Context: an optimization exercise on an open-source flow, tuned for small area, a short achievable clock period and few clock cycles. The choices shown serve that exercise and are no tape-out recipe. Only simulation tests tie the RTL to the original design; equivalence was not proved. No activity file was given, so power comes from the tool's default toggle rates.

File: flow/flow/run.sh
#!/bin/bash
# Layout flow: the standard ORFS flow, with the port buffers made from
# the smallest buffer cell (instead of the resizer's default pick) and
# smaller clock-tree buffers. Each tool's full output goes to make.log here
# and to the ORFS logs under orfs/logs.
set -euo pipefail
bash standard.sh \
  "BUFFER_PORTS_ARGS=-buffer_cell sky130_fd_sc_hd__buf_1" \
  "CTS_BUF_LIST=sky130_fd_sc_hd__clkbuf_4 sky130_fd_sc_hd__clkbuf_8" \
  SETUP_SLACK_MARGIN=6.6 \
  finish > make.log 2>&1
File: flow/constraint.sdc
create_clock -name core_clock -period 10.0 [get_ports {clk}]
set_input_delay 2.0000 -clock core_clock [delete_from_list [all_inputs] [get_ports {clk}]]
set_output_delay 2.0000 -clock core_clock [all_outputs]
set_load 0.01 [all_outputs]
File: flow/standard.sh
#!/bin/bash
# synth_recipe.tcl (not shown) runs the flow's synth.tcl, then flattens the netlist and writes it again
# the make line also repeats each setting of config.mk as NAME=value (left out here)
make -C /OpenROAD-flow-scripts/flow DESIGN_CONFIG=/design/flow/config.mk WORK_HOME=/design/flow/orfs CLKGATE_MAP_FILE= SYNTH_SCRIPT=/design/flow/synth_recipe.tcl "${@:-finish}"
File: flow/design.v
module CPU(
	input clk,
	input rst,
	output reg [15 : 0]PC,
	input  [31 : 0]instr,
	output [15 : 0]mem_addr,
	output [15 : 0]mem_data,
	output write,
	input  [15 : 0]mem_rdata,
	output [255 : 0]REGS,
	output halted
);
	reg [15 : 0] R [0 : 14];
	reg ZF, SF;
	reg halt_r, stuck_r;
	reg [15 : 0] ras;           
	genvar gi;
	generate
		for (gi = 0; gi < 15; gi = gi + 1) begin : g_regs
			assign REGS[gi*16 +: 16] = R[gi];
		end
	endgenerate
	assign REGS[255 : 240] = 16'd0;
	assign halted = halt_r;
	reg        e_we;        
	reg        e_wmem;      
	reg        e_wsp;       
	reg        e_store;     
	reg        e_usesum;    
	reg        e_addrb;     
	reg        e_ret;       
	reg        e_setcc, e_sub;
	reg        e_m8, e_p8;  
	reg        e_usec;      
	reg        e_dc;        
	reg [1 : 0] e_op;       
	reg [3 : 0] e_dst;
	reg [15 : 0] e_a, e_b, e_c;
	reg        m_we, m_wmem, m_wsp, m_store, m_ret;
	reg [3 : 0] m_dst;
	reg [15 : 0] m_addr, m_data, m_res;
	assign mem_addr = m_addr;
	assign mem_data = m_data;
	assign write = m_store;
	wire [15 : 0] wv = m_wmem ? mem_rdata : m_res;
	wire flush = m_ret && (mem_rdata != m_data);
	wire [15 : 0] x = e_m8 ? 16'hFFF8 : e_p8 ? 16'h0008 :
	                  e_usec ? e_c : (e_a ^ {16{e_sub}});
	wire [15 : 0] sum = x + e_b + {15'd0, e_sub};
	reg  [15 : 0] v;
	always @(*) begin
		case (e_op)
			2'd0: v = sum;
			2'd1: v = x & e_b;
			2'd2: v = x ^ e_b;
			default: v = 16'd1;
		endcase
	end
	wire zf_l = e_setcc ? (v == 16'd0) : ZF;
	wire sf_l = e_setcc ? v[15] : SF;
	wire [3 : 0] icode = instr[3 : 0];
	wire [3 : 0] ifun  = instr[7 : 4];
	wire [3 : 0] rA    = instr[11 : 8];
	wire [3 : 0] rB    = instr[15 : 12];
	wire [15 : 0] valC_r = instr[31 : 16];
	wire [15 : 0] valC_j = instr[23 : 8];
	wire i_halt  = icode == 4'd0;
	wire i_rrmov = icode == 4'd2;
	wire i_irmov = icode == 4'd3;
	wire i_rmmov = icode == 4'd4;
	wire i_mrmov = icode == 4'd5;
	wire i_opq   = icode == 4'd6;
	wire i_jxx   = icode == 4'd7;
	wire i_call  = icode == 4'd8;
	wire i_ret   = icode == 4'd9;
	wire i_push  = icode == 4'd10;
	wire i_pop   = icode == 4'd11;
	wire i_inv   = icode >= 4'd13;
	function [16 : 0] fwd;    
		input [3 : 0] idx;
		begin
			if (e_we && !e_wmem && e_dst == idx)
				fwd = {1'b1, v};
			else if (e_wsp && idx == 4'd4)
				fwd = {1'b1, sum};
			else if (m_we && m_dst == idx)
				fwd = {1'b1, wv};
			else if (m_wsp && idx == 4'd4)
				fwd = {1'b1, m_res};
			else
				fwd = 17'd0;
		end
	endfunction
	function [15 : 0] rd;
		input [3 : 0] idx;
		begin
			rd = (idx == 4'd15) ? 16'd0 : R[idx];
		end
	endfunction
	wire [16 : 0] fa = fwd(rA);
	wire [16 : 0] fb = fwd(rB);
	wire [16 : 0] fs = fwd(4'd4);
	wire [15 : 0] a_eff = fa[16] ? fa[15 : 0] : rd(rA);
	wire [15 : 0] b_eff = fb[16] ? fb[15 : 0] : rd(rB);
	wire [15 : 0] s_eff = fs[16] ? fs[15 : 0] : R[4];
	wire e_load = e_we && e_wmem;
	wire hz_a = e_load && e_dst == rA;
	wire hz_b = e_load && e_dst == rB;
	wire hz_s = e_load && e_dst == 4'd4;
	wire use_a = i_rrmov || i_rmmov || i_opq || i_push;
	wire use_b = i_rmmov || i_mrmov || i_opq;
	wire use_s = i_push || i_pop || i_call || i_ret;
	wire stall = (use_a && hz_a) || (use_b && hz_b) || (use_s && hz_s) ||
	             (i_halt && (e_we || e_wsp || e_store)) ||
	             (i_inv && e_ret);
	wire run = !halt_r && !stuck_r;
	wire go  = run && !stall && !flush;    
	wire cond = (ifun == 4'd0) || (ifun == 4'd1 && sf_l) ||
	            (ifun == 4'd2 && zf_l) || (ifun == 4'd3 && !zf_l);
	wire [15 : 0] p8  = PC + 16'd8;
	wire [15 : 0] p16 = PC + 16'd16;
	wire [15 : 0] p24 = PC + 16'd24;
	wire [15 : 0] p32 = PC + 16'd32;
	reg  [15 : 0] valP;
	always @(*) begin
		case (icode)
			4'd2, 4'd6, 4'd10, 4'd11: valP = p16;
			4'd3, 4'd4, 4'd5:         valP = p32;
			4'd7, 4'd8:               valP = p24;
			default:                  valP = p8;
		endcase
	end
	wire [15 : 0] pc_next = i_ret ? ras :
	                        (i_call || (i_jxx && cond)) ? valC_j : valP;
	wire f_wmem = i_mrmov || i_pop;
	wire f_we = ((i_rrmov || i_irmov || i_opq) && rB != 4'd15) ||
	            (f_wmem && rA != 4'd15) || i_push || i_call || i_ret;
	wire [3 : 0] f_dst = (i_push || i_call || i_ret) ? 4'd4 : f_wmem ? rA : rB;
	reg [1 : 0] f_op;
	always @(*) begin
		if (i_opq)
			case (ifun)
				4'd0, 4'd1: f_op = 2'd0;
				4'd2: f_op = 2'd1;
				4'd3: f_op = 2'd2;
				default: f_op = 2'd3;
			endcase
		else
			f_op = 2'd0;
	end
	wire [15 : 0] f_b = (i_rmmov || i_mrmov || i_opq) ? b_eff :
	                    use_s ? s_eff : 16'd0;
	wire [15 : 0] f_c = i_call ? p24 : i_ret ? ras : valC_r;
	wire [15 : 0] wbus = rst ? 16'd0 : wv;
	integer k;
	always @(posedge clk) begin
		for (k = 0; k < 15; k = k + 1)
			if (rst || (m_we && m_dst == k))
				R[k] <= wbus;
			else if (k == 4 && m_wsp)
				R[k] <= m_res;
	end
	always @(posedge clk) begin
		if (rst) begin
			PC <= 16'd0;
			halt_r <= 1'b0;
			stuck_r <= 1'b0;
			ZF <= 1'b0;
			SF <= 1'b0;
			e_we <= 1'b0;
			e_wsp <= 1'b0;
			e_store <= 1'b0;
			e_usesum <= 1'b0;
			e_addrb <= 1'b0;
			e_ret <= 1'b0;
			e_setcc <= 1'b0;
			m_we <= 1'b0;
			m_wsp <= 1'b0;
			m_store <= 1'b0;
			m_ret <= 1'b0;
		end else begin
			if (e_setcc && !flush) begin
				ZF <= v == 16'd0;
				SF <= v[15];
			end
			m_we <= e_we && !flush;
			m_wsp <= e_wsp && !flush;
			m_store <= e_store && !flush;
			m_ret <= e_ret && !flush;
			if (flush)
				PC <= mem_rdata;
			else if (go) begin
				if (i_halt)
					halt_r <= 1'b1;
				else if (i_inv)
					stuck_r <= 1'b1;
				else
					PC <= pc_next;
			end
			e_we <= go && f_we;
			e_wsp <= go && i_pop;
			e_store <= go && (i_rmmov || i_push || i_call);
			e_usesum <= go && (i_rmmov || i_mrmov || i_push || i_call);
			e_addrb <= go && (i_pop || i_ret);
			e_ret <= go && i_ret;
			e_setcc <= go && i_opq;
		end
		if (!rst && go && i_call)
			ras <= p24;
		e_op <= f_op;
		e_sub <= i_opq && ifun == 4'd1;
		e_m8 <= i_push || i_call;
		e_p8 <= i_pop || i_ret;
		e_usec <= i_irmov || i_rmmov || i_mrmov;
		e_dc <= i_call || i_ret;
		e_dst <= f_dst;
		e_wmem <= f_wmem;
		e_a <= a_eff;
		e_b <= f_b;
		e_c <= f_c;
		m_dst <= e_dst;
		m_wmem <= e_wmem;
		m_res <= v;
		m_data <= e_dc ? e_c : e_a;
		m_addr <= e_addrb ? e_b : sum;
	end
endmodule
File: flow/config.mk
export PLATFORM = sky130hd
export DESIGN_NAME = CPU
export DESIGN_NICKNAME = CPU
export VERILOG_FILES = /design/flow/design.v
export SDC_FILE = /design/flow/constraint.sdc
export NUM_CORES = 4
export LEC_CHECK = 0
export CAP_MARGIN = 20
export CORE_MARGIN = 2
export CORE_UTILIZATION = 40
export PLACE_DENSITY = 0.6
export SLEW_MARGIN = 20
==> results of run 1 <==
## per-stage QoR
stage / area [µm²] / hold slack [ps]
6_report: 27300 / 365
5_1_grt: 27300 / 377
2_1_floorplan: 21600 / 346
4_1_cts: 26300 / 369
3_3_place_gp: 23200 / 368
3_5_place_dp: 23200 / 366
## final cells by class
type | instances | share of cell area (%)
multi-input combinational | 1458 | 40.1
sequential | 399 | 38.7
timing repair buffer | 520 | 11.4
clock buffer | 88 | 4.13
tap | 680 | 3.11
clock inverter | 45 | 1.96
inverter | 34 | 0.481
antenna | 1 | 0.00915
## cells by family (layout without fill, tap and decap cells)
| group | after synthesis | in the layout | share of synthesized area (%) |
|---|---|---|---|
| adders and majority gates | 23 | 23 | 1.44 |
| buffers and inverters | 206 | 687 | 4.75 |
| DFF | 399 | 399 | 50.2 |
| xor gates and xnor gates | 82 | 82 | 3.42 |
| AOI/OAI and AO/OA | 697 | 697 | 23.2 |
| and+or+nand+nor | 553 | 554 | 12.6 |
| muxes | 86 | 86 | 4.28 |
| other | 1 | 17 | 0.0179 |
## sequential cells by signal, indices dropped and copies added (netlist names), 2 cells and up
register and flops:
e_b 16, m_data 16, m_res 16, m_addr 16, e_op 2, m_dst 4
ras 16, PC 16, e_dst 4, e_c 16, R 240, e_a 16
## how the worst max path moves through the flow
stage / startpoint / end / slack [ps] / cells past startpoint
after floorplan: e_sub / PC[10] / 5730 / 17
after global placement: instr[15] / e_b[15] / 4290 / 10
after detailed placement: instr[14] / PC[13] / 4230 / 11
after CTS: e_sub / PC[5] / 5510 / 17
after global routing: e_sub / PC[11] / 5450 / 17
final: instr[3] / PC[11] / 5530 / 12
## cell usage in the layout (no fill, tap or decap), drive strengths merged, types with 28 or more instances in the layout
| cell | netlist | layout |
|---|---|---|
| nor2 | 167 | 167 |
| nand2 | 144 | 144 |
| a222oi | 51 | 51 |
| nand4 | 45 | 45 |
| nand3 | 50 | 50 |
| a22oi | 162 | 162 |
| nor3 | 39 | 39 |
| xnor2 | 43 | 43 |
| edfxtp | 256 | 256 |
| mux2i | 56 | 56 |
| a21oi | 153 | 153 |
| dfxtp | 143 | 143 |
| clkbuf | 124 | 98 |
| buf | 47 | 510 |
| clkinv | 1 | 28 |
| inv | 33 | 37 |
| xor2 | 39 | 39 |
| o21ai | 103 | 103 |
| o22ai | 51 | 51 |
| mux2 | 30 | 30 |
## power by group
part	internal (mW)	switching, mW	total, mW
sequential	2.09	0.335	2.43
combinational	0.517	0.949	1.47
clock	1.05	0.767	1.81
## routing by layer
metal | up-vias | routed length, µm
met5 | - | 18
met4 | 2 | 5700
met3 | 436 | 14700
met2 | 1922 | 43100
met1 | 10100 | 36900
li1 | 8806 | -
## timing repair
action | CTS | global route
setup endpoints to repair | 130 | 85
buffers inserted | 96 | 34
hold endpoints to repair | 0 | 0
resized for setup | 200 | 137
pin swaps | 55 | 60
cloned | 2 | 3
## critical path, delay by kind of cell
kind | cells | cell delay, ps
AND/OR/NAND/NOR | 6 | 1990
AO/OA/AOI/OAI | 3 | 490
buffers and inverters | 3 | 480
==> results.json, run 1 <==
{
  "ctsHoldBuffers": 0,
  "initial_core_util_pct": 40.7,
  "regArea_mm2": 0.0106,
  "via_per_inst": 6.61,
  "final_nets": 2558,
  "tns_ps": 0,
  "syn2layout_area_growth_pct": 30.2,
  "clkSlewWorstSetupHoldPaths_ps": 60,
  "cts.path.max_buffers": 3,
  "p_leak_nw": 9.82,
  "fin_cells": 3225,
  "crit_type": "primary input to flip-flop",
  "drtPass1Iterations": 9,
  "r2r_slack_ps": 5540,
  "final_core_util_pct": 53.0,
  "ys.flop_type": "edfxtp_1",
  "required_ps": 10500,
  "synth-seq-cells": 399,
  "multi_input_area_mm2": 0.0110,
  "whs_endpoint": "m_wmem",
  "grt_usage_pct": 35.4,
  "use_met1_pct": 46.4,
  "die_y_um": 233,
  "cp_cell_sequence": "buf_2, nor2b_1, nand2_1, nand2_1, nand4_1, or2b_1, o211a_4, buf_4, buf_6, a21oi_2, nand2b_4, a221oi_2",
  "cts_sinks": 399,
  "holdCritStartpoint": "e_wmem",
  "cpMostUsedCell": "nand2_1",
  "grt.met3_usage_pct": 11.6,
  "ir_drop_mv": 0.149,
  "worstSetupEndpointType": "flip-flop",
  "cp_slowest_cell": "nor2b_1",
  "grt_pass1_vias": 20200,
  "crit_path_max_incr_delay_ps": 570,
  "fin_crit_ps": 4470,
  "syn_inst": 2047,
  "grt_use_met2_pct": 52.9,
  "antenna_left": 0,
  "drv_slew": 0,
  "synth_largest_area_cell": "edfxtp_1",
  "antenna_found_initial": 2,
  "arrival_ps": 4970,
  "dp_hpwl_mm": 66.9,
  "cp-start-kind": "primary input",
  "drive_above_1_share_pct": 24.4,
  "synth_cell_types": 97,
  "numCtsBuffers": 72,
  "drc": 0,
  "synth_seq_area_share_pct": 50.2,
  "dieWidth_um": 233,
  "synth_top_cell_area_share_pct": 36.6,
  "dp_cells": 2955,
  "fin_ws_ps": 5530,
  "synth-edff-count": 256,
  "fp-row-count": 83,
  "drt_iter0_drc": 3690,
  "fillCellCount": 4552,
  "p_per_area_mw_per_mm2": 209,
  "synth_common_cells": "edfxtp_1 (256), nor2_1 (166), a22oi_1 (162), a21oi_1 (150)",
  "rsz0062_at_grt": "yes",
  "setup_viol": 0,
  "vias": 21300,
  "place.gp.congestion": 0.987,
  "cts_tree": "yes",
  "wire_per_inst_um": 31.2,
  "yosys.cell_count.top_type": "edfxtp_1",
  "syn_area_mm2": 0.0210,
  "core_area_mm2": 0.0516,
  "overflow": 0,
  "hold_viol_final": 0,
  "totalWireLength_mm": 101,
  "htreeDepth": 3,
  "io_pins": 356,
  "root_buffer": "clkbuf_8",
  "rr_worst_depth": 20,
  "avgSynthCellArea_um2": 10.3,
  "fmax_mhz": 224,
  "synth_area_leaders": "edfxtp_1 (37%), dfxtp_1 (14%), a22oi_1 (5.8%)",
  "preCtsSetupSlack_ps": 4230,
  "die-area_mm2": 0.0543,
  "p_total_mw": 5.71,
  "grt_pass1_wl_mm": 140,
  "finalCritPeriodShare_pct": 44.7,
  "min_path_cells": 0,
  "tightestPinTransition_ps": 1260,
  "clock_latency_ps": 690,
  "yosysWarnings": 2,
  "cap_violations": 0,
  "gr-max-usage-layer": "met2",
  "hold_class": "flip-flop to flip-flop",
  "status": "complete, no violations",
  "clock_skew_ps": 47.2,
  "r2r-start": "e_usec",
  "reg2reg_to": "PC[11]",
  "portBuffers": 339,
  "critPathMaxFanout": 13,
  "grt_max_degree": 59,
  "synthArstFlopShare_pct": 0,
  "max_slew_margin_pct": 15.8
}
Testbench counts, summed over its fixed seeds: cycles 154,279.
==> inputs of run 2 (changes only) <==
--- a/flow/design.v
+++ b/flow/design.v
@@ -46,7 +46,21 @@
 	wire flush = m_ret && (mem_rdata != m_data);
 	wire [15 : 0] x = e_m8 ? 16'hFFF8 : e_p8 ? 16'h0008 :
 	                  e_usec ? e_c : (e_a ^ {16{e_sub}});
-	wire [15 : 0] sum = x + e_b + {15'd0, e_sub};
+	reg [15 : 0] sum, gk, pk, pp;
+	integer j, d;
+	always @(*) begin
+		pp = x ^ e_b;
+		gk = x & e_b;
+		gk[0] = gk[0] | (pp[0] & e_sub);
+		pk = pp;
+		for (d = 1; d < 16; d = d * 2)
+			for (j = 15; j >= d; j = j - 1) begin
+				gk[j] = gk[j] | (pk[j] & gk[j - d]);
+				pk[j] = pk[j] & pk[j - d];
+			end
+		sum = pp ^ {gk[14 : 0], e_sub};
+	end
+	wire sum_zero = (pp == {x[14 : 0] | e_b[14 : 0], e_sub});
 	reg  [15 : 0] v;
 	always @(*) begin
 		case (e_op)
@@ -56,7 +70,16 @@
 			default: v = 16'd1;
 		endcase
 	end
-	wire zf_l = e_setcc ? (v == 16'd0) : ZF;
+	reg v_zero;
+	always @(*) begin
+		case (e_op)
+			2'd0: v_zero = sum_zero;
+			2'd1: v_zero = (x & e_b) == 16'd0;
+			2'd2: v_zero = x == e_b;
+			default: v_zero = 1'b0;
+		endcase
+	end
+	wire zf_l = e_setcc ? v_zero : ZF;
 	wire sf_l = e_setcc ? v[15] : SF;
 	wire [3 : 0] icode = instr[3 : 0];
 	wire [3 : 0] ifun  = instr[7 : 4];
@@ -180,7 +203,7 @@
 			m_ret <= 1'b0;
 		end else begin
 			if (e_setcc && !flush) begin
-				ZF <= v == 16'd0;
+				ZF <= v_zero;
 				SF <= v[15];
 			end
 			m_we <= e_we && !flush;
@@ -205,7 +228,7 @@
 			e_ret <= go && i_ret;
 			e_setcc <= go && i_opq;
 		end
-		if (!rst && go && i_call)
+		if (i_call)
 			ras <= p24;
 		e_op <= f_op;
 		e_sub <= i_opq && ifun == 4'd1;
==> results.json, run 2 <==
{
  "status": "complete, no violations",
  "ctsHoldBuffers": 0,
  "synth_area_leaders": "edfxtp_1 (36%), dfxtp_1 (13%), a22oi_1 (5.5%)",
  "drt_iter0_drc": 3733,
  "drc": 0,
  "place.gp.congestion": 0.983,
  "fillCellCount": 4707,
  "synth_cell_types": 78,
  "crit_path_max_incr_delay_ps": 400,
  "wire_per_inst_um": 31.1,
  "regArea_mm2": 0.0106,
  "power.switching_mw": 2.11,
  "overflow": 0,
  "cts_sinks": 399,
  "totalWireLength_mm": 104,
  "syn_area_mm2": 0.0212,
  "cap_violations": 0,
  "crit_type": "flip-flop to flip-flop",
  "synth-seq-cells": 399,
  "drv_slew": 0,
  "syn_inst": 2117,
  "final_nets": 2687,
  "design_area_mm2": 0.0284,
  "comb_power_share_pct": 28.8,
  "drtPass1Iterations": 13,
  "fmax_mhz": 254,
  "fin_ws_ps": 6070,
  "cts_tree": "yes",
  "die-area_mm2": 0.0550,
  "syn2layout_area_growth_pct": 33.9,
  "clkSlewWorstSetupHoldPaths_ps": 60,
  "ir_drop_mv": 0.127,
  "htreeDepth": 3,
  "hold_viol_final": 0,
  "avgSynthCellArea_um2": 10.0,
  "grt_usage_pct": 36.7,
  "clock_latency_ps": 690,
  "postPlaceCellArea_mm2": 0.0237,
  "finalCritPeriodShare_pct": 39.3,
  "dieWidth_um": 234,
  "multi_input_area_mm2": 0.0116,
  "top_register": "R",
  "ys.flop_type": "edfxtp_1",
  "final_core_util_pct": 54.1,
  "io_pins": 356,
  "antenna_left": 0,
  "synth_top_cell_area_share_pct": 36.2,
  "worstSetupEndpointType": "flip-flop",
  "required_ps": 10490,
  "root_buffer": "clkbuf_8",
  "worst-path-buf-inv": 5,
  "synth_largest_area_cell": "edfxtp_1",
  "numCtsBuffers": 71,
  "cp-start-kind": "flip-flop",
  "clock_skew_ps": 50.0,
  "critPathTopFamily": "compound AO/OA/AOI/OAI gates",
  "core_area_mm2": 0.0526,
  "cts.path.max_buffers": 3,
  "yosys.cell_count.top_type": "edfxtp_1",
  "p_int_mw": 3.59,
  "synth_common_cells": "edfxtp_1 (256), nor2_1 (171), a22oi_1 (157), nand2_1 (154), dfxtp_1 (143)",
  "vias": 21900,
  "synthArstFlopShare_pct": 0,
  "cpMostUsedCell": "buf_6",
  "p_per_area_mw_per_mm2": 200,
  "tightestPinTransition_ps": 1210,
  "layout_common_cells": "buf_1 (314), edfxtp_1 (256), buf_4 (171), nor2_1 (156), a22oi_1 (149)",
  "hold_class": "flip-flop to flip-flop",
  "tns_ps": 0,
  "critPathMaxFanout": 4,
  "final_common_cell": "buf_1",
  "antenna_found_initial": 4,
  "grt_pass1_wl_mm": 146,
  "swShare_pct": 37.0,
  "fin_crit_ps": 3930,
  "max_slew_margin_pct": 19.2,
  "p_clk_share_pct": 28.7,
  "grt_max_degree": 44,
  "rsz0062_at_grt": "yes",
  "fp-row-count": 84,
  "cp_slowest_cell": "a211o_1",
  "drive_above_1_share_pct": 27.0,
  "dp_hpwl_mm": 69.5,
  "preCtsSetupSlack_ps": 4780,
  "setup_viol": 0,
  "via_per_inst": 6.55,
  "synth-edff-count": 256,
  "portBuffers": 339,
  "synth_seq_area_share_pct": 49.7,
  "die_y_um": 234,
  "largest_reg_flops": 240,
  "yosysWarnings": 2,
  "arrival_ps": 4420,
  "p_seq_share_pct": 42.5,
  "whs_ps": 417,
  "grt_pass1_vias": 20800,
  "initial_core_util_pct": 40.4,
  "p_leak_nw": 10.5,
  "cp_cell_sequence": "buf_12, buf_6, xnor2_2, nor2_1, a21oi_1, nor2_1, or2_4, inv_4, ha_4, and2_4, a221o_1, o211ai_4, buf_6, buf_6, a21oi_4, o21a_1, nor2_4, nor4_2, a211o_1, o22ai_2, o22ai_2"
}
## run 2: worst register-to-register path, cell delays in order, from the launching register on
cell	delay, ps
dfxtp_4	370
buf_12	130
buf_6	110
xnor2_2	130
nor2_1	50
a21oi_1	130
nor2_1	60
or2_4	280
inv_4	70
ha_4	210
and2_4	150
a221o_1	360
o211ai_4	250
buf_6	140
buf_6	90
a21oi_4	60
o21a_1	200
nor2_4	200
nor4_2	70
a211o_1	400
o22ai_2	200
o22ai_2	100
## run 2: cells by family (layout without fill, tap and decap cells)
logic type | count (synthesis) | after routing | share of synthesized area [%]
and+or+nand+nor | 603 | 603 | 13.5
other | 1 | 17 | 0.0177
AOI/OAI and AO/OA | 667 | 667 | 22.2
xor gates and xnor gates | 97 | 97 | 4.00
DFF | 399 | 399 | 49.7
adders and majority gates | 38 | 38 | 2.31
buffers and inverters | 243 | 765 | 4.87
muxes | 69 | 69 | 3.41
## run 2: worst paths after layout
path	startpoint	to	slack (ps)	cells after the start
max	e_sub	e_b[11]	6070	21
min	e_dst[0]	m_dst[0]	420	0
max reg2reg	e_sub	e_b[11]	6070	21
min reg2reg	e_dst[0]	m_dst[0]	420	0
## run 2: per-layer routing
metal / vias to the layer above / routed length, µm / track usage, %
met5: - / 75 / 0
met4: 2 / 5840 / 16.3
met3: 447 / 13800 / 11.6
met2: 1843 / 45300 / 55.8
met1: 10500 / 38900 / 47.9
li1: 9049 / - / -
## run 2: through the flow
| step | std cells | total power, mW |
|---|---|---|
| 6_report | 3343 | 5.70 |
| 5_1_grt | 3342 | 5.88 |
| 4_1_cts | 3291 | 5.50 |
| 3_5_place_dp | 3040 | 3.68 |
| 3_3_place_gp | 3039 | 3.67 |
| 2_1_floorplan | 2132 | 3.05 |
## run 2: repair_timing
item / 4_1_cts / 5_1_grt
endpoints found under the setup margin: 102 / 85
cloned: 1 / 1
resized for setup: 250 / 144
setup buffers: 122 / 50
pin swaps: 98 / 100
hold endpoints to repair: 0 / 0
## run 2: layout make-up
type                       instances  share of cell area, %
tap                              688                   3.03
clock inverter                    31                  0.946
sequential                       399                   37.2
antenna                            1                0.00880
clock buffer                      97                   4.30
multi-input combinational       1490                   40.9
inverter                          62                  0.858
timing repair buffer             575                   12.7
## run 2: power by group through the flow
| stage | Combinational (mW) | Clock (mW) | Sequential, mW |
|---|---|---|---|
| 3_3_place_gp | 1.24 | 0 | 2.43 |
| 4_1_cts | 1.46 | 1.65 | 2.40 |
| 6_report | 1.64 | 1.63 | 2.42 |
| 5_1_grt | 1.73 | 1.72 | 2.43 |
| 3_5_place_dp | 1.24 | 0 | 2.43 |
| 2_1_floorplan | 0.681 | 0 | 2.37 |
Testbench counts of run 2, summed over its fixed seeds: cycles 154,279.
==> inputs of run 3 (changes only) <==
--- a/flow/design.v
+++ b/flow/design.v
@@ -13,6 +13,7 @@
 	reg [15 : 0] R [0 : 14];
 	reg ZF, SF;
 	reg halt_r, stuck_r;
+	reg halt_p;                 
 	reg [15 : 0] ras;           
 	genvar gi;
 	generate
@@ -127,16 +128,9 @@
 	wire [15 : 0] b_eff = fb[16] ? fb[15 : 0] : rd(rB);
 	wire [15 : 0] s_eff = fs[16] ? fs[15 : 0] : R[4];
 	wire e_load = e_we && e_wmem;
-	wire hz_a = e_load && e_dst == rA;
-	wire hz_b = e_load && e_dst == rB;
-	wire hz_s = e_load && e_dst == 4'd4;
-	wire use_a = i_rrmov || i_rmmov || i_opq || i_push;
-	wire use_b = i_rmmov || i_mrmov || i_opq;
+	wire stall = e_load && (e_dst == rA || e_dst == rB || e_dst == 4'd4);
 	wire use_s = i_push || i_pop || i_call || i_ret;
-	wire stall = (use_a && hz_a) || (use_b && hz_b) || (use_s && hz_s) ||
-	             (i_halt && (e_we || e_wsp || e_store)) ||
-	             (i_inv && e_ret);
-	wire run = !halt_r && !stuck_r;
+	wire run = !halt_r && !halt_p && !stuck_r;
 	wire go  = run && !stall && !flush;    
 	wire cond = (ifun == 4'd0) || (ifun == 4'd1 && sf_l) ||
 	            (ifun == 4'd2 && zf_l) || (ifun == 4'd3 && !zf_l);
@@ -187,6 +181,7 @@
 		if (rst) begin
 			PC <= 16'd0;
 			halt_r <= 1'b0;
+			halt_p <= 1'b0;
 			stuck_r <= 1'b0;
 			ZF <= 1'b0;
 			SF <= 1'b0;
@@ -212,13 +207,22 @@
 			m_ret <= e_ret && !flush;
 			if (flush)
 				PC <= mem_rdata;
-			else if (go) begin
-				if (i_halt)
+			else if (go)
+				PC <= pc_next;
+			if (flush) begin
+				halt_p <= 1'b0;
+				stuck_r <= 1'b0;
+			end else begin
+				if (go && i_halt) begin
+					if (e_we || e_wsp || e_store)
+						halt_p <= 1'b1;
+					else
+						halt_r <= 1'b1;
+				end
+				if (halt_p)
 					halt_r <= 1'b1;
-				else if (i_inv)
+				if (go && i_inv)
 					stuck_r <= 1'b1;
-				else
-					PC <= pc_next;
 			end
 			e_we <= go && f_we;
 			e_wsp <= go && i_pop;
==> results.json, run 3 <==
{
  "cts_tree": "yes",
  "drt_iter0_drc": 3809,
  "worst-path-buf-inv": 6,
  "largest_reg_flops": 240,
  "p_per_area_mw_per_mm2": 208,
  "crit_path_max_incr_delay_ps": 370,
  "final_common_cell": "buf_1",
  "synth_area_leaders": "edfxtp_1 (36%), dfxtp_1 (13%), a22oi_1 (4.8%)",
  "syn_inst": 2124,
  "fp-row-count": 84,
  "yosysWarnings": 2,
  "rr_worst_depth": 20,
  "drv_slew": 0,
  "fin_crit_ps": 3590,
  "cp_slowest_cell": "nor4_4",
  "synth-seq-cells": 400,
  "r2r_slack_ps": 6440,
  "wire_per_inst_um": 32.3,
  "rsz0062_at_grt": "yes",
  "syn_area_mm2": 0.0215,
  "layout_common_cells": "buf_1 (306), edfxtp_1 (256), buf_4 (177), nor2_1 (157), a22oi_1 (135)",
  "drtPass1Iterations": 12,
  "grt_pass1_vias": 21300,
  "dieWidth_um": 236,
  "cp_cell_sequence": "buf_12, buf_12, buf_12, xor2_4, nor4_4, mux2i_2, buf_4, buf_6, buf_4, a221oi_2, nor3_1, a211oi_1, o22ai_1",
  "critPathMaxFanout": 6,
  "via_per_inst": 6.72,
  "dp_hpwl_mm": 70.5,
  "yosys.cell_count.top_type": "edfxtp_1",
  "synth_top_cell_area_share_pct": 35.8,
  "drive_above_1_share_pct": 28.4,
  "antenna_found_initial": 3,
  "cap_violations": 0,
  "critPathTopFamily": "buffers and inverters",
  "final_nets": 2719,
  "die-area_mm2": 0.0555,
  "clkSlewWorstSetupHoldPaths_ps": 70,
  "die_y_um": 236,
  "syn2layout_area_growth_pct": 36.9,
  "root_buffer": "clkbuf_8",
  "top_register": "R",
  "synth_common_cells": "edfxtp_1 (256), nor2_1 (168), dfxtp_1 (144), nand2_1 (142), a22oi_1 (138)",
  "vias": 22700,
  "clock_skew_ps": 52.3,
  "cts.path.max_buffers": 3,
  "setup_viol": 0,
  "core_area_mm2": 0.0528,
  "htreeDepth": 3,
  "hold_viol_final": 0,
  "avgSynthCellArea_um2": 10.1,
  "arrival_ps": 4110,
  "cts_sinks": 400,
  "grt_max_degree": 44,
  "max_slew_margin_pct": 18.8,
  "cp-start-kind": "primary input",
  "required_ps": 10520,
  "synthArstFlopShare_pct": 0,
  "p_leak_nw": 11.0,
  "r2r-start": "e_sub",
  "antenna_left": 0,
  "design_area_mm2": 0.0294,
  "p_total_mw": 6.12,
  "fmax_mhz": 278,
  "whs_ps": 410,
  "reg2reg_to": "PC[3]",
  "endpoint": "e_b[4]",
  "ir_drop_mv": 0.139,
  "synth-edff-count": 256,
  "tns_ps": 0,
  "synth_cell_types": 86,
  "totalWireLength_mm": 109,
  "numCtsBuffers": 73,
  "ys.flop_type": "edfxtp_1",
  "place.gp.congestion": 0.973,
  "synth_seq_area_share_pct": 49.2,
  "cpMostUsedCell": "buf_12",
  "worstSetupEndpointType": "flip-flop",
  "diodes": 0,
  "finalCritPeriodShare_pct": 35.9,
  "hold_class": "flip-flop to flip-flop",
  "synth_largest_area_cell": "edfxtp_1",
  "postPlaceCellArea_mm2": 0.0237,
  "initial_core_util_pct": 40.7,
  "grt_usage_pct": 36.9,
  "tightestPinTransition_ps": 1210,
  "crit_type": "primary input to flip-flop",
  "drc": 0,
  "worstSetupStartpoint": "instr[15]",
  "status": "complete, no violations",
  "clock_latency_ps": 700,
  "io_pins": 356,
  "overflow": 0,
  "grt_pass1_wl_mm": 151,
  "path_depth": 13,
  "portBuffers": 339
}
## run 3: changes by cell type in the layout (fill, tap and decap cells not counted), sizes merged, moves of 8 or more
cell,change
nand2,-14
clkbuf,-9
nor4,+8
a221oi,+13
nand3,-11
a21oi,+9
nor3,-11
o22ai,-12
a22oi,-19
buf,+35
nand2b,-12
bufinv,+10
xnor2,-9
## run 3: through the flow
step	instances	worst slack, ps	utilization [%]
after global placement	3039	4720	44.9
after global routing	3377	6330	55.7
final	3377	6410	55.7
after detailed placement	3040	4670	44.9
after floorplan	2139	5960	-
after CTS	3307	6390	53.1
## run 3: layout make-up
type / count / area [µm²]
fillers: 4600 / 23400
multi-input cells: 1490 / 11800
flip-flops and latches: 400 / 10600
repair buffers: 604 / 4140
clock buffers: 94 / 1190
well taps: 688 / 861
clock inverters: 39 / 537
inverters: 62 / 258
## run 3: worst reg2reg max path, cell delays in order (launching register included)
cell and delay, ps:
dfxtp_4 420, buf_6 150, buf_6 100, xnor2_2 90, nor2_1 60, a21oi_1 130, nor2_1 60, or2_4 270
inv_4 60, ha_4 230, xor2_2 130, nand4_1 190, nor4_4 360, nor4_2 100, o31a_2 340, a21oi_4 170
buf_12 150, buf_6 110, nor3_4 40, a221oi_2 180, o31ai_1 100
## run 3: worst min path at each step
| stage | slack (ps) | from | cells after the start | endpoint |
|---|---|---|---|---|
| finish | 410 | e_wmem | 0 | m_wmem |
| global route | 420 | e_wmem | 0 | m_wmem |
| CTS | 400 | e_wmem | 0 | m_wmem |
| detailed placement | 390 | e_wmem | 0 | m_wmem |
| global placement | 390 | e_wmem | 0 | m_wmem |
| floorplan | 350 | e_wmem | 0 | m_wmem |
## run 3: report_power, final
part	leakage (nW)	total [mW]	internal (mW)	switching (mW)
registers	3.81	2.47	2.11	0.355
clock network	0.899	1.89	1.10	0.787
logic	6.30	1.76	0.667	1.09
total	11.0	6.12	3.88	2.24
## run 3: cell families (layout without fill, tap and decap cells)
| logic type | Yosys count | in the layout | share of synthesized area, % |
|---|---|---|---|
| simple gates | 592 | 595 | 13.9 |
| other cells | 1 | 16 | 0.0175 |
| buf+inv | 252 | 799 | 5.08 |
| compound gates | 675 | 675 | 22.2 |
| mux | 74 | 74 | 3.60 |
| xor+xnor | 92 | 92 | 3.75 |
| flops | 400 | 400 | 49.2 |
| fa+ha+maj | 38 | 38 | 2.29 |
## run 3: what timing repair did
action / in CTS / in global routing
gates resized for setup: 317 / 182
pin swaps: 93 / 113
setup buffers: 124 / 63
hold buffers: 0 / 0
gates cloned: 10 / 7
endpoints found under the setup margin: 134 / 77
endpoints found under the hold margin: 0 / 0
## run 3: per-layer routing
layer	vias to the layer above	wire length [µm]	global-route usage, %
li1	9192	-	-
met1	10900	39300	47.1
met2	2135	47100	56.3
met3	525	15300	11.9
met4	4	7170	18.3
met5	-	25	0
Testbench counts of run 3, summed over its fixed seeds: cycles 155,526.
==> inputs of run 4 (changes only) <==
--- a/flow/design.v
+++ b/flow/design.v
@@ -34,6 +34,7 @@
 	reg        e_m8, e_p8;  
 	reg        e_usec;      
 	reg        e_dc;        
+	reg        e_fa, e_fb;  
 	reg [1 : 0] e_op;       
 	reg [3 : 0] e_dst;
 	reg [15 : 0] e_a, e_b, e_c;
@@ -45,13 +46,15 @@
 	assign write = m_store;
 	wire [15 : 0] wv = m_wmem ? mem_rdata : m_res;
 	wire flush = m_ret && (mem_rdata != m_data);
+	wire [15 : 0] a_op = e_fa ? m_res : e_a;
+	wire [15 : 0] b_op = e_fb ? m_res : e_b;
 	wire [15 : 0] x = e_m8 ? 16'hFFF8 : e_p8 ? 16'h0008 :
-	                  e_usec ? e_c : (e_a ^ {16{e_sub}});
+	                  e_usec ? e_c : (a_op ^ {16{e_sub}});
 	reg [15 : 0] sum, gk, pk, pp;
 	integer j, d;
 	always @(*) begin
-		pp = x ^ e_b;
-		gk = x & e_b;
+		pp = x ^ b_op;
+		gk = x & b_op;
 		gk[0] = gk[0] | (pp[0] & e_sub);
 		pk = pp;
 		for (d = 1; d < 16; d = d * 2)
@@ -61,13 +64,13 @@
 			end
 		sum = pp ^ {gk[14 : 0], e_sub};
 	end
-	wire sum_zero = (pp == {x[14 : 0] | e_b[14 : 0], e_sub});
+	wire sum_zero = (pp == {x[14 : 0] | b_op[14 : 0], e_sub});
 	reg  [15 : 0] v;
 	always @(*) begin
 		case (e_op)
 			2'd0: v = sum;
-			2'd1: v = x & e_b;
-			2'd2: v = x ^ e_b;
+			2'd1: v = x & b_op;
+			2'd2: v = x ^ b_op;
 			default: v = 16'd1;
 		endcase
 	end
@@ -75,8 +78,8 @@
 	always @(*) begin
 		case (e_op)
 			2'd0: v_zero = sum_zero;
-			2'd1: v_zero = (x & e_b) == 16'd0;
-			2'd2: v_zero = x == e_b;
+			2'd1: v_zero = (x & b_op) == 16'd0;
+			2'd2: v_zero = x == b_op;
 			default: v_zero = 1'b0;
 		endcase
 	end
@@ -100,14 +103,16 @@
 	wire i_push  = icode == 4'd10;
 	wire i_pop   = icode == 4'd11;
 	wire i_inv   = icode >= 4'd13;
+	function e_hit;
+		input [3 : 0] idx;
+		begin
+			e_hit = (e_we && !e_wmem && e_dst == idx) || (e_wsp && idx == 4'd4);
+		end
+	endfunction
 	function [16 : 0] fwd;    
 		input [3 : 0] idx;
 		begin
-			if (e_we && !e_wmem && e_dst == idx)
-				fwd = {1'b1, v};
-			else if (e_wsp && idx == 4'd4)
-				fwd = {1'b1, sum};
-			else if (m_we && m_dst == idx)
+			if (m_we && m_dst == idx)
 				fwd = {1'b1, wv};
 			else if (m_wsp && idx == 4'd4)
 				fwd = {1'b1, m_res};
@@ -127,9 +132,12 @@
 	wire [15 : 0] a_eff = fa[16] ? fa[15 : 0] : rd(rA);
 	wire [15 : 0] b_eff = fb[16] ? fb[15 : 0] : rd(rB);
 	wire [15 : 0] s_eff = fs[16] ? fs[15 : 0] : R[4];
+	wire use_a = i_rrmov || i_rmmov || i_opq || i_push;
+	wire use_b = i_rmmov || i_mrmov || i_opq;
+	wire use_s = i_push || i_pop || i_call || i_ret;
 	wire e_load = e_we && e_wmem;
-	wire stall = e_load && (e_dst == rA || e_dst == rB || e_dst == 4'd4);
-	wire use_s = i_push || i_pop || i_call || i_ret;
+	wire stall = e_load && ((use_a && e_dst == rA) || (use_b && e_dst == rB) ||
+	                        (use_s && e_dst == 4'd4));
 	wire run = !halt_r && !halt_p && !stuck_r;
 	wire go  = run && !stall && !flush;    
 	wire cond = (ifun == 4'd0) || (ifun == 4'd1 && sf_l) ||
@@ -243,12 +251,14 @@
 		e_dst <= f_dst;
 		e_wmem <= f_wmem;
 		e_a <= a_eff;
+		e_fa <= e_hit(rA);
+		e_fb <= ((i_rmmov || i_mrmov || i_opq) && e_hit(rB)) || (use_s && e_hit(4'd4));
 		e_b <= f_b;
 		e_c <= f_c;
 		m_dst <= e_dst;
 		m_wmem <= e_wmem;
 		m_res <= v;
-		m_data <= e_dc ? e_c : e_a;
-		m_addr <= e_addrb ? e_b : sum;
+		m_data <= e_dc ? e_c : a_op;
+		m_addr <= e_addrb ? b_op : sum;
 	end
 endmodule
==> results.json, run 4 <==
{
  "status": "complete, no violations",
  "drc": 0,
  "numCtsBuffers": 71,
  "fin_ws_ps": 6110,
  "preCtsSetupSlack_ps": 4590,
  "synth_top_family_by_area": "compound AO/OA/AOI/OAI gates",
  "crit_type": "flip-flop to flip-flop",
  "dieWidth_um": 233,
  "die_y_um": 233,
  "synth_seq_area_share_pct": 50.4,
  "grt_usage_pct": 34.8,
  "root_buffer": "clkbuf_8",
  "critPathMaxFanout": 7,
  "synth_compound_area_share_pct": 21.1,
  "die-area_mm2": 0.0545,
  "tightestPinTransition_ps": 1220,
  "yosys-mux-area-fraction_pct": 4.28,
  "layout_common_cells": "buf_1 (306), edfxtp_1 (256), a22oi_1 (163), nand2_1 (136), nor2_1 (135)",
  "final_common_cell": "buf_1",
  "yosysWarnings": 2,
  "syn_area_mm2": 0.0211,
  "wire_per_inst_um": 30.8,
  "place.gp.congestion": 0.992,
  "final_core_util_pct": 51.3,
  "synthArstFlopShare_pct": 0,
  "required_ps": 10560,
  "syn2layout_area_growth_pct": 27.6,
  "vias": 20600,
  "drive_above_1_share_pct": 22.6,
  "syn_inst": 2046,
  "io_pins": 356,
  "synth_largest_area_cell": "edfxtp_1",
  "max_slew_margin_pct": 19.0,
  "initial_core_util_pct": 40.2,
  "cts_tree": "yes",
  "clock_latency_ps": 690,
  "via_per_inst": 6.48,
  "grt_pass1_vias": 19500,
  "largest_reg_flops": 240,
  "dp_cells": 2957,
  "avgSynthCellArea_um2": 10.3,
  "synth_area_leaders": "edfxtp_1 (36%), dfxtp_1 (14%), a22oi_1 (6.2%)",
  "final_nets": 2516,
  "cts_sinks": 402,
  "rsz0062_at_grt": "yes",
  "clock_skew_ps": 54.8,
  "hold_class": "flip-flop to flip-flop",
  "overflow": 0,
  "antenna_left": 0,
  "setup_viol": 0,
  "tns_ps": 0,
  "antenna_found_initial": 4,
  "worstSetupEndpointType": "flip-flop",
  "htreeDepth": 3,
  "dp_hpwl_mm": 65.8,
  "synth-edff-count": 256,
  "totalWireLength_mm": 97.7,
  "top_register": "R",
  "ir_drop_mv": 0.142,
  "drtPass1Iterations": 10,
  "synthXorXnorAreaFrac_pct": 3.87,
  "design_area_mm2": 0.0269,
  "hold_viol_final": 0,
  "grt_pass1_wl_mm": 137,
  "ctsHoldBuffers": 0,
  "p_total_mw": 5.40,
  "core_area_mm2": 0.0523,
  "portBuffers": 339,
  "fp-row-count": 84,
  "drt_iter0_drc": 3272,
  "postPlaceCellArea_mm2": 0.0233,
  "yosys.cell_count.top_type": "edfxtp_1",
  "p_leak_nw": 9.91,
  "finalCritPeriodShare_pct": 38.9,
  "clkSlewWorstSetupHoldPaths_ps": 60,
  "whs_ps": 401,
  "cap_violations": 0,
  "synthAdderAreaFrac_pct": 2.33,
  "synth_common_cells": "edfxtp_1 (256), a22oi_1 (174), nand2_1 (150), nor2_1 (150), dfxtp_1 (146)",
  "cts.path.max_buffers": 3,
  "drv_slew": 0,
  "ys.flop_type": "edfxtp_1",
  "grt_max_degree": 72,
  "synthSimpleGateAreaFrac_pct": 12.9,
  "fmax_mhz": 257,
  "cp-start-kind": "flip-flop",
  "synth-seq-cells": 402,
  "synth_cell_types": 83,
  "p_per_area_mw_per_mm2": 201,
  "arrival_ps": 4450,
  "fin_crit_ps": 3890,
  "synth_top_cell_area_share_pct": 36.5,
  "fin_cells": 3175
}
## run 4: cell count changes in the layout (fill, tap and decap cells not counted), sizes merged, moves of 22 or more
cell    before  now
buf        593  456
a22oi      138  174
mux2i       49   80
a211oi      32    2
o21ai       98   74
a221oi      44   22
inv         63   85
## run 4: logic make-up after synthesis
group / Yosys count
flip-flops: 402
buffers and inverters: 256
multiplexers: 89
XOR/XNOR: 93
other: 1
AND/OR/NAND/NOR: 558
AO/OA/AOI/OAI: 609
adder cells (fa/ha/maj): 38
## run 4: repair_timing
action | CTS | global route
setup endpoints to repair | 112 | 109
cloned | 3 | 0
gates resized for setup | 214 | 94
buffers inserted | 54 | 29
pin swaps | 64 | 37
## run 4: layout make-up
| class | count | area (µm²) |
|---|---|---|
| multi-input combinational | 1403 | 10900 |
| sequential | 402 | 10600 |
| timing repair buffer | 467 | 2710 |
| inverter | 83 | 322 |
| antenna | 3 | 7.51 |
| tap | 688 | 861 |
| fill | 4718 | 25500 |
| clock buffer | 98 | 1220 |
| clock inverter | 31 | 186 |
## run 4: final timing paths
path	cells past startpoint	slack, ps	startpoint	to
worst max-delay path	17	6110	e_fa	PC[2]
worst min-delay path	0	400	e_wmem	m_wmem
worst max register to register	17	6110	e_fa	PC[2]
worst min register to register	0	400	e_wmem	m_wmem
## run 4: metal layers
metal  global-route usage, %  up-vias  wire length [µm]
met2                    51.5     1740             41600
met4                    18.9        4              6590
met5                       0        -                23
met1                    44.3     9848             36100
met3                    12.3      447             13400
li1                        -     8527                 -
## run 4: power breakdown
part	internal (mW)	total, mW	switching (mW)
Combinational	0.540	1.42	0.882
Clock	0.803	1.55	0.743
Sequential	2.10	2.44	0.337
Total	3.44	5.40	1.96
## run 4: critical path: stages (launching register included)
cell	delay, ps
dfxtp_4	370
buf_12	160
mux2i_4	260
xnor2_1	80
o21ai_1	150
and2_4	190
inv_4	40
fa_2	530
nor3b_2	170
nand4_1	170
nor4_4	290
buf_4	180
nor4_4	60
nor3_4	400
o31ai_4	130
buf_12	180
a21o_1	180
a32o_1	230
Testbench counts of run 4, summed over its fixed seeds: cycles 154,279.
==> inputs of run 5 (changes only) <==
--- a/flow/design.v
+++ b/flow/design.v
@@ -31,9 +31,7 @@
 	reg        e_addrb;     
 	reg        e_ret;       
 	reg        e_setcc, e_sub;
-	reg        e_m8, e_p8;  
 	reg        e_usec;      
-	reg        e_dc;        
 	reg        e_fa, e_fb;  
 	reg [1 : 0] e_op;       
 	reg [3 : 0] e_dst;
@@ -48,8 +46,7 @@
 	wire flush = m_ret && (mem_rdata != m_data);
 	wire [15 : 0] a_op = e_fa ? m_res : e_a;
 	wire [15 : 0] b_op = e_fb ? m_res : e_b;
-	wire [15 : 0] x = e_m8 ? 16'hFFF8 : e_p8 ? 16'h0008 :
-	                  e_usec ? e_c : (a_op ^ {16{e_sub}});
+	wire [15 : 0] x = e_usec ? e_c : (a_op ^ {16{e_sub}});
 	reg [15 : 0] sum, gk, pk, pp;
 	integer j, d;
 	always @(*) begin
@@ -64,7 +61,9 @@
 			end
 		sum = pp ^ {gk[14 : 0], e_sub};
 	end
-	wire sum_zero = (pp == {x[14 : 0] | b_op[14 : 0], e_sub});
+	wire [15 : 0] ab_x = a_op ^ b_op;
+	wire add_zero = (ab_x == {a_op[14 : 0] | b_op[14 : 0], 1'b0});
+	wire eq_zero = ab_x == 16'd0;
 	reg  [15 : 0] v;
 	always @(*) begin
 		case (e_op)
@@ -77,9 +76,9 @@
 	reg v_zero;
 	always @(*) begin
 		case (e_op)
-			2'd0: v_zero = sum_zero;
-			2'd1: v_zero = (x & b_op) == 16'd0;
-			2'd2: v_zero = x == b_op;
+			2'd0: v_zero = e_sub ? eq_zero : add_zero;
+			2'd1: v_zero = (a_op & b_op) == 16'd0;
+			2'd2: v_zero = eq_zero;
 			default: v_zero = 1'b0;
 		endcase
 	end
@@ -142,10 +141,12 @@
 	wire go  = run && !stall && !flush;    
 	wire cond = (ifun == 4'd0) || (ifun == 4'd1 && sf_l) ||
 	            (ifun == 4'd2 && zf_l) || (ifun == 4'd3 && !zf_l);
-	wire [15 : 0] p8  = PC + 16'd8;
-	wire [15 : 0] p16 = PC + 16'd16;
-	wire [15 : 0] p24 = PC + 16'd24;
-	wire [15 : 0] p32 = PC + 16'd32;
+	wire [11 : 0] inc4 = PC[15 : 4] + 12'd1;
+	wire [10 : 0] inc5 = PC[15 : 5] + 11'd1;
+	wire [15 : 0] p16 = {inc4, PC[3 : 0]};
+	wire [15 : 0] p32 = {inc5, PC[4 : 0]};
+	wire [15 : 0] p8  = PC[3] ? {inc4, 1'b0, PC[2 : 0]} : {PC[15 : 4], 1'b1, PC[2 : 0]};
+	wire [15 : 0] p24 = PC[3] ? {inc5, PC[4], 1'b0, PC[2 : 0]} : {inc4, 1'b1, PC[2 : 0]};
 	reg  [15 : 0] valP;
 	always @(*) begin
 		case (icode)
@@ -175,7 +176,8 @@
 	end
 	wire [15 : 0] f_b = (i_rmmov || i_mrmov || i_opq) ? b_eff :
 	                    use_s ? s_eff : 16'd0;
-	wire [15 : 0] f_c = i_call ? p24 : i_ret ? ras : valC_r;
+	wire [15 : 0] f_c = (i_push || i_call) ? 16'hFFF8 : (i_pop || i_ret) ? 16'h0008 : valC_r;
+	wire [15 : 0] f_a = i_call ? p24 : i_ret ? ras : a_eff;
 	wire [15 : 0] wbus = rst ? 16'd0 : wv;
 	integer k;
 	always @(posedge clk) begin
@@ -244,21 +246,18 @@
 			ras <= p24;
 		e_op <= f_op;
 		e_sub <= i_opq && ifun == 4'd1;
-		e_m8 <= i_push || i_call;
-		e_p8 <= i_pop || i_ret;
-		e_usec <= i_irmov || i_rmmov || i_mrmov;
-		e_dc <= i_call || i_ret;
+		e_usec <= i_irmov || i_rmmov || i_mrmov || i_push || i_call || i_pop || i_ret;
 		e_dst <= f_dst;
 		e_wmem <= f_wmem;
-		e_a <= a_eff;
-		e_fa <= e_hit(rA);
+		e_a <= f_a;
+		e_fa <= use_a && e_hit(rA);
 		e_fb <= ((i_rmmov || i_mrmov || i_opq) && e_hit(rB)) || (use_s && e_hit(4'd4));
 		e_b <= f_b;
 		e_c <= f_c;
 		m_dst <= e_dst;
 		m_wmem <= e_wmem;
 		m_res <= v;
-		m_data <= e_dc ? e_c : a_op;
+		m_data <= a_op;
 		m_addr <= e_addrb ? b_op : sum;
 	end
 endmodule
==> results.json, run 5 <==
{
  "status": "complete, no violations",
  "regArea_mm2": 0.0106,
  "clkSlewWorstSetupHoldPaths_ps": 70,
  "synth_top_family_by_area": "compound AO/OA/AOI/OAI gates",
  "drv_slew": 0,
  "grt_pass1_wl_mm": 142,
  "critPathMaxFanout": 8,
  "worstSetupEndpointType": "flip-flop",
  "drt_iter0_drc": 3452,
  "portBuffers": 339,
  "io_pins": 356,
  "synth_largest_area_cell": "edfxtp_1",
  "clock_skew_ps": 39.7,
  "hold_viol_final": 0,
  "fillCellCount": 4573,
  "dp_hpwl_mm": 68.2,
  "setup_viol": 0,
  "synthXorXnorAreaFrac_pct": 3.59,
  "place.gp.congestion": 1.00,
  "avgSynthCellArea_um2": 10.5,
  "dieWidth_um": 233,
  "yosysWarnings": 2,
  "syn_area_mm2": 0.0210,
  "p_leak_nw": 10.1,
  "synth_cell_types": 90,
  "fin_ws_ps": 6270,
  "syn2layout_area_growth_pct": 31.4,
  "ctsHoldBuffers": 0,
  "arrival_ps": 4300,
  "overflow": 0,
  "cts_sinks": 399,
  "multi_input_area_mm2": 0.0111,
  "grt_max_degree": 53,
  "preCtsSetupSlack_ps": 4700,
  "initial_core_util_pct": 40.7,
  "top_register": "R",
  "vias": 21200,
  "fp-row-count": 83,
  "numCtsBuffers": 72,
  "synth-seq-cells": 399,
  "tightestPinTransition_ps": 1090,
  "yosys-mux-area-fraction_pct": 3.15,
  "wire_per_inst_um": 32.1,
  "ys.flop_type": "edfxtp_1",
  "cts.path.max_buffers": 3,
  "grt_usage_pct": 36.2,
  "drc": 0,
  "tns_ps": 0,
  "finalCritPeriodShare_pct": 37.3,
  "die-area_mm2": 0.0543,
  "synth_area_leaders": "edfxtp_1 (37%), dfxtp_1 (14%), a22oi_1 (6.3%)",
  "p_per_area_mw_per_mm2": 195,
  "totalWireLength_mm": 102,
  "synthAdderAreaFrac_pct": 3.17,
  "drtPass1Iterations": 12,
  "hold_class": "flip-flop to flip-flop",
  "drive_above_1_share_pct": 24.9,
  "synthSimpleGateAreaFrac_pct": 12.6,
  "synth_compound_area_share_pct": 22.4,
  "clock_latency_ps": 690,
  "synth_top_cell_area_share_pct": 36.6,
  "fmax_mhz": 268,
  "via_per_inst": 6.68,
  "yosys.cell_count.top_type": "edfxtp_1",
  "synth_common_cells": "edfxtp_1 (256), a22oi_1 (175), dfxtp_1 (143), nand2_1 (135), nor2_1 (127)",
  "rsz0062_at_grt": "yes",
  "syn_inst": 1999,
  "cap_violations": 0,
  "synthArstFlopShare_pct": 0,
  "max_slew_margin_pct": 27.1,
  "largest_reg_flops": 240,
  "grt_pass1_vias": 20200,
  "root_buffer": "clkbuf_8",
  "crit_type": "flip-flop to flip-flop",
  "layout_common_cells": "buf_1 (308), edfxtp_1 (256), a22oi_1 (162), buf_4 (133), dfxtp_1 (123)",
  "ir_drop_mv": 0.127,
  "core_area_mm2": 0.0516,
  "final_common_cell": "buf_1",
  "synth_seq_area_share_pct": 50.3,
  "antenna_found_initial": 1,
  "synth-edff-count": 256,
  "cp-start-kind": "flip-flop",
  "htreeDepth": 3,
  "antenna_left": 0,
  "cts_tree": "yes",
  "fin_crit_ps": 3730,
  "die_y_um": 233,
  "required_ps": 10570,
  "final_nets": 2546
}
-- run 5: final cells by class --
cell class                      count  area share [%]
Multi-Input combinational cell   1383            40.2
Clock buffer                      105            4.67
Clock inverter                     26           0.494
Sequential cell                   399            38.4
Tap cell                          680            3.08
Inverter                           56           0.771
Timing Repair Buffer              532            12.4
Antenna cell                        1         0.00907
-- run 5: metrics by stage --
step	area, µm²	utilization, %	hold slack, ps	std cells	power [mW]
after global placement	23400	45.4	369	2905	3.58
after floorplan	22100	-	352	2014	3.03
after CTS	26700	51.7	378	3136	5.25
final	27600	53.4	380	3182	5.38
after detailed placement	23500	45.5	369	2908	3.59
after global routing	27600	53.4	391	3181	5.54
-- run 5: cell families (layout without fill, tap and decap cells) --
kind of cell | after synthesis | in the layout
AOI/OAI and AO/OA | 640 | 641
adders and majority gates | 52 | 52
buffers and inverters | 235 | 719
and+or+nand+nor | 524 | 526
xor gates and xnor gates | 86 | 86
DFF | 399 | 399
other | 1 | 17
muxes | 62 | 62
-- run 5: path summary, 6_finish.rpt --
kind / depth (start not counted) / slack (ps) / from / endpoint
worst min-delay path: 0 / 380 / e_wmem / m_wmem
worst min register to register: 0 / 380 / e_wmem / m_wmem
worst max-delay path: 14 / 6270 / e_fa / PC[4]
worst max register to register: 14 / 6270 / e_fa / PC[4]
-- run 5: per-layer routing --
layer / part of all wire [%] / up-vias / global-route usage [%] / wire length (µm)
met5: 0.013 / - / 0 / 13
met4: 6.3 / 2 / 18.4 / 6380
met3: 13 / 426 / 12.3 / 13600
met2: 44 / 1883 / 55.4 / 45000
met1: 36 / 10300 / 45.4 / 37100
li1: - / 8650 / - / -
-- run 5: critical path, stage by stage, from the launching register on --
cell      delay [ps]
dfxtp_4          370
buf_12           140
mux2i_4          250
xnor2_1          140
nor2_1            60
a21o_1           210
ha_4             220
nor2b_4          130
o31a_4           300
o221a_4          250
o211ai_4         280
mux2i_4          410
a31oi_4          190
or3_4            420
a311oi_2         230
-- run 5: repair_timing --
action	in CTS	in global routing
buffers inserted	93	42
pin swaps	49	62
resized for setup	194	107
endpoints found under the hold margin	0	0
cloned	4	3
endpoints found under the setup margin	242	126
-- run 5: report_power, final --
part	switching, mW	internal (mW)	total [mW]	leakage [nW]
Combinational	0.831	0.512	1.34	5.54
Clock	0.750	0.832	1.58	0.763
Sequential	0.375	2.08	2.46	3.80
Testbench counts of run 5, summed over its fixed seeds: cycles 154,279.
==> inputs of run 6 (changes only) <==
--- a/flow/design.v
+++ b/flow/design.v
@@ -1,7 +1,7 @@
 module CPU(
 	input clk,
 	input rst,
-	output reg [15 : 0]PC,
+	output [15 : 0]PC,
 	input  [31 : 0]instr,
 	output [15 : 0]mem_addr,
 	output [15 : 0]mem_data,
@@ -15,6 +15,9 @@
 	reg halt_r, stuck_r;
 	reg halt_p;                 
 	reg [15 : 0] ras;           
+	reg [15 : 0] pc_t, pc_n;
+	reg pc_tk;
+	assign PC = pc_tk ? pc_t : pc_n;
 	genvar gi;
 	generate
 		for (gi = 0; gi < 15; gi = gi + 1) begin : g_regs
@@ -156,8 +159,8 @@
 			default:                  valP = p8;
 		endcase
 	end
-	wire [15 : 0] pc_next = i_ret ? ras :
-	                        (i_call || (i_jxx && cond)) ? valC_j : valP;
+	wire [15 : 0] pc_seq = i_ret ? ras : valP;
+	wire take = i_call || (i_jxx && cond);
 	wire f_wmem = i_mrmov || i_pop;
 	wire f_we = ((i_rrmov || i_irmov || i_opq) && rB != 4'd15) ||
 	            (f_wmem && rA != 4'd15) || i_push || i_call || i_ret;
@@ -189,7 +192,8 @@
 	end
 	always @(posedge clk) begin
 		if (rst) begin
-			PC <= 16'd0;
+			pc_n <= 16'd0;
+			pc_tk <= 1'b0;
 			halt_r <= 1'b0;
 			halt_p <= 1'b0;
 			stuck_r <= 1'b0;
@@ -216,9 +220,12 @@
 			m_store <= e_store && !flush;
 			m_ret <= e_ret && !flush;
 			if (flush)
-				PC <= mem_rdata;
+				pc_n <= mem_rdata;
 			else if (go)
-				PC <= pc_next;
+				pc_n <= pc_seq;
+			else
+				pc_n <= PC;
+			pc_tk <= go && take;
 			if (flush) begin
 				halt_p <= 1'b0;
 				stuck_r <= 1'b0;
@@ -244,6 +251,7 @@
 		end
 		if (i_call)
 			ras <= p24;
+		pc_t <= valC_j;
 		e_op <= f_op;
 		e_sub <= i_opq && ifun == 4'd1;
 		e_usec <= i_irmov || i_rmmov || i_mrmov || i_push || i_call || i_pop || i_ret;
==> results.json, run 6 <==
{
  "status": "complete, no violations",
  "synth_common_cells": "edfxtp_1 (256), a22oi_1 (171), dfxtp_1 (160), nand2_1 (134), a21oi_1 (113)",
  "max_slew_margin_pct": 21.1,
  "grt_max_degree": 50,
  "holdCritStartpoint": "e_wmem",
  "cp_cell_sequence": "buf_12, buf_16, mux2_4, buf_6",
  "r2r_slack_ps": 6730,
  "cts_tree": "yes",
  "cp-start-kind": "flip-flop",
  "p_per_area_mw_per_mm2": 199,
  "swShare_pct": 35.9,
  "critPathTopFamily": "flip-flops",
  "synth_top_cell_area_share_pct": 34.9,
  "root_buffer": "clkbuf_8",
  "dieWidth_um": 239,
  "layout_common_cells": "buf_1 (307), edfxtp_1 (256), a22oi_1 (171), dfxtp_1 (152), buf_4 (137)",
  "synth-edff-count": 256,
  "synth_largest_area_cell": "edfxtp_1",
  "fin_crit_ps": 3800,
  "drtPass1Iterations": 11,
  "synth_seq_area_share_pct": 49.5,
  "gr-max-usage-layer": "met2",
  "arrival_ps": 1800,
  "overflow": 0,
  "crit_path_max_incr_delay_ps": 410,
  "required_ps": 8000,
  "design_area_mm2": 0.0279,
  "power.switching_mw": 1.99,
  "grt_pass1_wl_mm": 144,
  "synthArstFlopShare_pct": 0,
  "whs_endpoint": "m_wmem",
  "syn_area_mm2": 0.0220,
  "p_int_mw": 3.56,
  "via_per_inst": 6.67,
  "die_y_um": 239,
  "drt_iter0_drc": 3591,
  "initial_core_util_pct": 40.7,
  "final_common_cell": "buf_1",
  "wire_per_inst_um": 31.9,
  "rsz0062_at_grt": "yes",
  "postPlaceCellArea_mm2": 0.0242,
  "ctsHoldBuffers": 0,
  "synth-seq-cells": 416,
  "dp_cells": 2956,
  "io_pins": 356,
  "syn_inst": 2009,
  "multi_input_area_mm2": 0.0112,
  "p_leak_nw": 10.2,
  "largest_reg_flops": 240,
  "portBuffers": 339,
  "grt_use_met2_pct": 53.2,
  "drc": 0,
  "cp_slowest_cell": "dfxtp_4",
  "ir_drop_mv": 0.104,
  "hold_class": "flip-flop to flip-flop",
  "tns_ps": 0,
  "clock_latency_ps": 690,
  "yosys.cell_count.top_type": "edfxtp_1",
  "hold_viol_final": 0,
  "diodes": 0,
  "totalWireLength_mm": 102,
  "use_met1_pct": 44.5,
  "worstSetupEndpointType": "primary output",
  "tightestPinTransition_ps": 1180,
  "cap_violations": 0,
  "core_area_mm2": 0.0541,
  "fmax_mhz": 263,
  "die-area_mm2": 0.0569,
  "p_seq_share_pct": 45.0,
  "place.gp.congestion": 0.970,
  "finalCritPeriodShare_pct": 38.0,
  "rr_worst_depth": 13,
  "r2r-start": "e_fa",
  "top_register": "R",
  "drive_above_1_share_pct": 24.0,
  "vias": 21400,
  "numCtsBuffers": 75,
  "drv_slew": 0,
  "fp-row-count": 85,
  "avgSynthCellArea_um2": 11.0,
  "antenna_found_initial": 4,
  "dp_hpwl_mm": 69.1,
  "clkSlewWorstSetupHoldPaths_ps": 70,
  "antenna_left": 0,
  "worst-path-buf-inv": 3,
  "fillCellCount": 4877,
  "synth_area_leaders": "edfxtp_1 (35%), dfxtp_1 (15%), a22oi_1 (5.8%)",
  "critPathMaxFanout": 7,
  "crit_type": "flip-flop to primary output",
  "ys.flop_type": "edfxtp_1",
  "yosysWarnings": 2,
  "regArea_mm2": 0.0109,
  "grt_usage_pct": 34.7,
  "cts.path.max_buffers": 3,
  "reg2reg_to": "m_res[13]",
  "syn2layout_area_growth_pct": 26.6,
  "htreeDepth": 3,
  "min_path_cells": 0,
  "cts_sinks": 416,
  "synth_cell_types": 97,
  "fin_cells": 3199,
  "grt.met3_usage_pct": 11.3,
  "p_total_mw": 5.55,
  "clock_skew_ps": 47.8,
  "setup_viol": 0,
  "final_nets": 2545,
  "comb_power_share_pct": 24.9,
  "grt_pass1_vias": 20500,
  "p_clk_share_pct": 30.1
}
-- run 6: logic make-up after synthesis --
| group | Yosys count | synth area share [%] |
|---|---|---|
| flops | 416 | 49.5 |
| buf+inv | 232 | 5.38 |
| mux | 79 | 4.02 |
| simple gates | 485 | 12.4 |
| fa+ha+maj | 51 | 2.97 |
| compound gates | 651 | 21.7 |
| xor+xnor | 94 | 4.01 |
| other cells | 1 | 0.0170 |
-- run 6: worst reg2reg max path, cell delays in order (launching register included) --
cell and delay, ps:
dfxtp_4 400, buf_4 170, mux2i_4 320, xnor2_1 170, nor2_1 70, a21o_1 190, ha_1 280, nor2b_2 180
o31ai_4 260, a21oi_4 120, o21ai_2 210, a211oi_1 120, or4b_2 640, nand3_1 110
-- run 6: area by class of cell --
cell class                      count  share of cell area (%)
Clock inverter                     30                   0.804
Clock buffer                      106                    4.68
Multi-Input combinational cell   1379                    40.2
Inverter                           58                   0.871
Timing Repair Buffer              514                    11.1
Tap cell                          696                    3.13
Sequential cell                   416                    39.2
-- run 6: repair_timing --
item	4_1_cts	5_1_grt
gates cloned	4	1
resized for setup	175	114
setup endpoints to repair	147	79
setup buffers	68	34
pin swaps	15	28
-- run 6: through the flow --
step / utilization (%) / hold WS [ps] / setup slack [ps]
detailed placement: 44.8 / 369 / 4130
finish: 51.5 / 391 / 6200
CTS: 50.1 / 383 / 6180
global placement: 44.8 / 369 / 4280
floorplan: - / 351 / 6350
global route: 51.5 / 408 / 6170
-- run 6: routing by layer --
metal	share of wire (%)	routed length, µm
met1	37	37800
met2	43	44300
met3	14	13900
met4	5.8	5940
met5	0.013	13
-- run 6: worst max path at each step --
| stage | from | endpoint | slack, ps | cells past startpoint |
|---|---|---|---|---|
| after floorplan | instr[13] | e_b[14] | 6350 | 9 |
| after global placement | instr[2] | pc_n[9] | 4280 | 9 |
| after detailed placement | instr[2] | pc_n[10] | 4130 | 9 |
| after CTS | pc_tk | PC[5] | 6180 | 4 |
| after global routing | pc_tk | PC[12] | 6170 | 5 |
| final | pc_tk | PC[5] | 6200 | 4 |
-- run 6: power by group through the flow --
stage	clock network [mW]	logic [mW]	registers, mW
2_1_floorplan	0	0.674	2.44
3_5_place_dp	0	1.21	2.50
5_1_grt	1.76	1.46	2.51
6_report	1.67	1.38	2.50
3_3_place_gp	0	1.21	2.50
4_1_cts	1.68	1.30	2.47
Testbench counts of run 6, summed over its fixed seeds: cycles 154,279.

re-timing with driven ports:
The flow's constraints put no driver on any port. The routed layouts listed below were extracted and timed again, unchanged, in two steps. Step 1 sets driving cells, clkbuf_16 on the clock port and buf_2 on the other inputs (assumed; they add their load-dependent delay and slew). Step 2 adds t to the input delays and takes it off the output delays; t is the mean of the earliest and latest rising clock arrival at the registers after step 1. Input paths then give back, and output paths get back, about the clock's delay inside the block. Slacks: ideal ports / drivers / drivers and shift; pairs: ideal ports / drivers.
| run | shift t [ns] | slack for setup (ns) | hold WS [ns] | worst setup path after step 2 | worst register clock-pin slew, ns |
|---|---|---|---|---|---|
| run 1 | 0.726 | 5.535 / 5.544 / 4.847 | 0.365 / 0.365 / 0.365 | input to register | 0.07 / 0.07 |
| run 2 | 0.727 | 6.067 / 6.067 / 5.522 | 0.417 / 0.417 / 0.417 | input to register | 0.07 / 0.07 |
| run 3 | 0.724 | 6.408 / 6.412 / 5.687 | 0.410 / 0.410 / 0.410 | input to register | 0.08 / 0.08 |
| run 4 | 0.720 | 6.109 / 6.109 / 5.649 | 0.401 / 0.401 / 0.401 | input to register | 0.07 / 0.07 |
| run 5 | 0.724 | 6.272 / 6.272 / 5.572 | 0.380 / 0.380 / 0.380 | input to register | 0.07 / 0.07 |
| run 6 | 0.728 | 6.203 / 6.146 / 5.828 | 0.391 / 0.391 / 0.391 | input to register | 0.07 / 0.07 |
After both steps every run listed still meets setup and hold. The setup slack of run 3, which loses most, moves by +0.004 ns with the drivers and by -0.721 ns with both steps.
